This is an optimization exercise on Yosys and OpenROAD, whose aim is small area, a short achievable clock period and few clock cycles per item, not a production implementation. Where RTL was checked, it was by simulation tests only, not by an equivalence proof against the original.

==> inputs of branch ember <==
==> flow/design.v <==
module multiplier(
    input clk,
    input logic valid_in,
    input logic[31:0] a,
    input logic[31:0] b,
    output logic valid_out,
    output logic[63:0] r
);
    localparam int K  = 4;
    localparam int NC = 32 / K;
    localparam int CW = $clog2(NC + 1);
    logic [31:0] A, B;
    logic [63:0] acc;
    logic [CW-1:0] cnt;
    logic [K-1:0] C;
    logic [NC-1:0] za, zb, pa, pb;
    logic [CW-1:0] na, nb;
    logic [K-1:0] ta, tb;
    logic swap;
    always_comb begin
        for (int i = 0; i < NC; i++) begin
            za[i] = |a[i*K +: K];
            zb[i] = |b[i*K +: K];
        end
        pa[NC-1] = za[NC-1];
        pb[NC-1] = zb[NC-1];
        for (int i = NC - 2; i >= 0; i--) begin
            pa[i] = pa[i+1] | za[i];
            pb[i] = pb[i+1] | zb[i];
        end
        na = '0;
        nb = '0;
        ta = '0;
        tb = '0;
        for (int i = 0; i < NC; i++) begin
            na = na + CW'(pa[i]);
            nb = nb + CW'(pb[i]);
            if (i == NC - 1) begin
                ta = ta | a[i*K +: K];
                tb = tb | b[i*K +: K];
            end else begin
                ta = ta | (a[i*K +: K] & {K{~pa[i+1]}});
                tb = tb | (b[i*K +: K] & {K{~pb[i+1]}});
            end
        end
        swap = |(pa & ~pb);
    end
    logic [K-1:0] nxt;
    always_comb begin
        nxt = '0;
        for (int i = 0; i < NC - 1; i++)
            if (cnt == CW'(i + 2)) nxt = A[i*K +: K];
    end
    always_ff @(posedge clk) begin
        if (valid_in) begin
            A   <= swap ? b : a;
            B   <= swap ? a : b;
            cnt <= swap ? nb : na;
            C   <= swap ? tb : ta;
            acc <= '0;
        end else if (cnt != 0) begin
            acc <= (acc << K) + C * B;
            cnt <= cnt - 1'b1;
            C   <= nxt;
        end
    end
    assign valid_out = (cnt == 0);
    assign r = acc;
endmodule
==> flow/run.sh <==
#!/bin/bash
# synth_recipe.tcl (not shown) runs the flow's synth.tcl, then flattens the netlist and writes it again
# the make line also repeats each setting of config.mk as NAME=value (left out here)
make -C /OpenROAD-flow-scripts/flow DESIGN_CONFIG=/design/flow/config.mk WORK_HOME=/design/flow/orfs CLKGATE_MAP_FILE= SYNTH_SCRIPT=/design/flow/synth_recipe.tcl finish
==> flow/config.mk <==
export PLATFORM = sky130hd
export DESIGN_NAME = multiplier
export DESIGN_NICKNAME = multiplier
export VERILOG_FILES = /design/flow/design.v
export SDC_FILE = /design/flow/constraint.sdc
export NUM_CORES = 4
export LEC_CHECK = 0
export ABC_CLOCK_PERIOD_IN_PS = 3500
export CAP_MARGIN = 20
export CORE_MARGIN = 2
export CORE_UTILIZATION = 60
export SETUP_SLACK_MARGIN = 4.5
export SLEW_MARGIN = 20
==> flow/constraint.sdc <==
create_clock -name core_clock -period 8.0 [get_ports {clk}]
set_input_delay 1.6000 -clock core_clock [delete_from_list [all_inputs] [get_ports {clk}]]
set_output_delay 1.6000 -clock core_clock [all_outputs]
set_load 0.01 [all_outputs]
==> branch sierra: changes against branch ember <==
==> flow/design.v, changed modules only <==
module multiplier(
    input clk,
    input logic valid_in,
    input logic[31:0] a,
    input logic[31:0] b,
    output logic valid_out,
    output logic[63:0] r
);
    logic [31:0] A, B;
    logic v;
    always_ff @(posedge clk) begin
        if (valid_in) begin
            A <= a;
            B <= b;
            v <= 1'b1;
        end
    end
    assign valid_out = v;
    assign r = {32'b0, A} * {32'b0, B};
endmodule
Settings changed: ABC_CLOCK_PERIOD_IN_PS 3500 to not set, CORE_UTILIZATION 60 to 40, SETUP_SLACK_MARGIN 4.5 to not set.
==> results.ini <==
[run_status]
status = failed layout checks
violatedChecks = setup timing

[layout]
finalNetCount = 5423
largestRegisters = A x32, B x32
final_cell_area_mm2 = 0.04403
sh_seq_area = 0.04365
multiInputGateArea_mm2 = 0.03103

[yosys]
netlist_area_mm2 = 0.03528
syn_area_per_cell_um2 = 9.383
synthTopCellsByArea = fa_1, and2_1, ha_1

[setup_path]
startpoint_type = register
slowest_stage = fa_2

[timing]
final-setup-viol-count = 51
worst_slack_ns = -1.520

[global_route]
grt_pass1_wl_um = 162400

(the above is from branch sierra)
==> results.ini <==
[layout]
multiInputGateArea_mm2 = 0.009190
finalNetCount = 1802
sh_seq_area = 0.1953
final_cell_area_mm2 = 0.01702
largestRegisters = acc x64, B x32, A x28

[global_route]
grt_pass1_wl_um = 63270

[flow_run]
drv_cap = 0

[timing]
final-setup-viol-count = 0
worst_slack_ns = 2.375

[yosys]
syn_area_per_cell_um2 = 8.959
synthTopCellsByArea = edfxtp_1, fa_1, dfxtp_1
netlist_area_mm2 = 0.01199

[run_status]
status = finished clean

[setup_path]
slowest_stage = or4_4
startpoint_type = primary input

[route]
drt_iter0_drc = 1360

(the above is from branch ember)
No run of this note included a check of the RTL's function; only the layout flow was run.


==> run a: inputs <==
Another version of the RTL of multiplier (not shown whole).
Settings: LEC_CHECK=0, ABC_CLOCK_PERIOD_IN_PS=3000, CAP_MARGIN=20, CORE_MARGIN=2, CORE_UTILIZATION=60, SETUP_SLACK_MARGIN=2.5, SLEW_MARGIN=20, TNS_END_PERCENT=0; clock period 8.0 ns.
standard.sh (not shown) runs the stock make flow with config.mk's settings and CLKGATE_MAP_FILE= SYNTH_SCRIPT=/design/flow/synth_recipe.tcl, a recipe that flattens the netlist after the stock synthesis.
==> flow/flow/run.sh <==
#!/bin/bash
# The standard layout, with Yosys's generic abc pass in synth's fine stage
# skipped (SYNTH_ARGS=-noabc) so that extract_fa maps the RTL's carry-save
# full adders to adder cells without inverters between them. Everything else,
# including the final abc mapping, is the standard flow.
set -euo pipefail
cd "$(dirname "$0")/.."
bash standard.sh SYNTH_ARGS=-noabc finish > standard_make.log 2>&1
==> run b (differences from run a) <==
==> flow/flow/run.sh (replaced) <==
#!/bin/bash
# The standard layout, with two changes to how it is made:
# - Yosys's generic abc pass in synth's fine stage is skipped (SYNTH_ARGS=-noabc)
#   so that extract_fa maps the RTL's carry-save full adders to adder cells
#   without inverters between them; the final abc mapping is unchanged.
# - every input and output port is still buffered, but with sky130_fd_sc_hd__buf_4
#   instead of the slow delay buffer buffer_ports picks by default.
set -euo pipefail
cd "$(dirname "$0")/.."
bash standard.sh SYNTH_ARGS=-noabc "BUFFER_PORTS_ARGS=-buffer_cell sky130_fd_sc_hd__buf_4" finish > standard_make.log 2>&1
--- a/flow/config.mk
+++ b/flow/config.mk
@@ -6,9 +6,8 @@
 export NUM_CORES = 4
 export LEC_CHECK = 0
 export ABC_CLOCK_PERIOD_IN_PS = 3000
 export CAP_MARGIN = 20
 export CORE_MARGIN = 2
-export CORE_UTILIZATION = 60
+export CORE_UTILIZATION = 70
 export SETUP_SLACK_MARGIN = 2.5
 export SLEW_MARGIN = 20
-export TNS_END_PERCENT = 0
==> run c (differences from run a) <==
--- a/flow/design.v
+++ b/flow/design.v
@@ -4415,17 +4415,23 @@
     assign c2202 = (p1119 & s2079) | (p1119 & c2078) | (s2079 & c2078);
     assign s2203 = ns1120 ^ p1152 ^ c2080;
     assign c2204 = (ns1120 & p1152) | (ns1120 & c2080) | (p1152 & c2080);
     assign x = {s2203, c2200, s2199, c2196, c2194, s2193, c2190, c2188, c2186, c2184, s2183, c2180, c2178, c2176, c2174, c2172, c2170, c2168, s2167, c2164, c2162, c2160, c2158, c2156, c2154, c2152, c2150, c2148, c2146, c2144, c2142, c2140, c2138, c2136, c2134, c2132, c2130, c2128, c2126, c2124, c2122, c2120, c2118, c2116, c2114, c2112, c2110, c2108, c2106, c2104, c2102, c2100, c2098, c2096, c2094, c2092, c2090, c2088, c2086, c2084, c2082, p39, p38, neg3};
     assign y = {c2202, s2201, c2198, s2197, s2195, c2192, s2191, s2189, s2187, s2185, c2182, s2181, s2179, s2177, s2175, s2173, s2171, s2169, c2166, s2165, s2163, s2161, s2159, s2157, s2155, s2153, s2151, s2149, s2147, s2145, s2143, s2141, s2139, s2137, s2135, s2133, s2131, s2129, s2127, s2125, s2123, s2121, s2119, s2117, s2115, s2113, s2111, s2109, s2107, s2105, s2103, s2101, s2099, s2097, s2095, s2093, s2091, s2089, s2087, s2085, s2083, s2081, 1'b0, p37};
-    logic [63:0] xr, yr;
+    wire [16:0] lo;
+    assign lo = {1'b0, x[15:0]} + {1'b0, y[15:0]};
+    logic [16:0] lr;
+    logic [63:16] xr, yr;
     logic v;
     always_ff @(posedge clk) begin
         if (valid_in) begin
-            xr <= x;
-            yr <= y;
+            lr <= lo;
+            xr <= x[63:16];
+            yr <= y[63:16];
             v <= 1'b1;
         end
     end
     assign valid_out = v;
-    assign r = xr + yr;
+    wire [48:0] hi;
+    assign hi = {xr, lr[16]} + {yr, lr[16]};
+    assign r = {hi[48:1], lr[15:0]};
 endmodule
==> flow/flow/run.sh (replaced) <==
#!/bin/bash
# The standard layout, with two changes to how it is made:
# - Yosys's generic abc pass in synth's fine stage is skipped (SYNTH_ARGS=-noabc)
#   so that extract_fa maps the RTL's carry-save full adders to adder cells
#   without inverters between them; the final abc mapping is unchanged.
# - every input and output port is still buffered, but with sky130_fd_sc_hd__buf_4
#   instead of the slow delay buffer buffer_ports picks by default.
set -euo pipefail
cd "$(dirname "$0")/.."
bash standard.sh SYNTH_ARGS=-noabc "BUFFER_PORTS_ARGS=-buffer_cell sky130_fd_sc_hd__buf_4" finish > standard_make.log 2>&1
--- a/flow/config.mk
+++ b/flow/config.mk
@@ -7,8 +7,7 @@
 export LEC_CHECK = 0
 export ABC_CLOCK_PERIOD_IN_PS = 3000
 export CAP_MARGIN = 20
 export CORE_MARGIN = 2
 export CORE_UTILIZATION = 60
-export SETUP_SLACK_MARGIN = 2.5
+export SETUP_SLACK_MARGIN = 2.65
 export SLEW_MARGIN = 20
-export TNS_END_PERCENT = 0
==> notes <==
- The highest die area belongs to run a, the lowest to run b.
- Sequential share of layout area: run b is higher than run a (0.47 points).
- The lowest via count belongs to run c, the highest to run b.
- Maximum frequency, lowest first: run a, run b, run c.
- The lowest global-route usage belongs to run c, the highest to run b.
- The lowest wire length belongs to run c, the highest to run b.
- Of run c and run b, run b has the higher synthesized cell count (gap about 5%, measured against run b).
- Worst setup slack, lowest first: run a, run b, run c.
Testbench counts of run a, summed over its fixed seeds: cycles 16,000, items 16,000.
Testbench counts of run b, summed over its fixed seeds: cycles 16,000, items 16,000.
The RTL of run c was laid out without a check of its function.

afterwards: timing with drivers on the ports:
No port has a modelled driver above. Below, the same layouts with a new extraction and two added sets of constraints.
Step 1 assumes that a clkbuf_16 drives the clock port and a buf_2 every other input.
Step 2 adds t to the input delays and takes it off the output delays; t is the mean of the earliest and latest rising clock arrival at the registers after step 1. Input paths then give back, and output paths get back, about the clock's delay inside the block.
a / b / c = ideal ports / drivers / drivers and shift; a / b = the first two.
run	t (ns)	slack for setup (ns)	worst slew at a driven data input, ns
branch ember	0.487	2.375 / 2.408 / 1.921	0.05
branch sierra	0.461	-1.520 / -1.581 / -1.120	0.09
run a	0.530	2.098 / 2.144 / 1.615	0.07
run b	0.530	2.412 / 2.429 / 1.900	0.18
run c	0.560	2.592 / 2.512 / 1.952	0.21
The setup slack of run c, which loses most, moves by -0.080 ns with the drivers and by -0.640 ns with both steps.
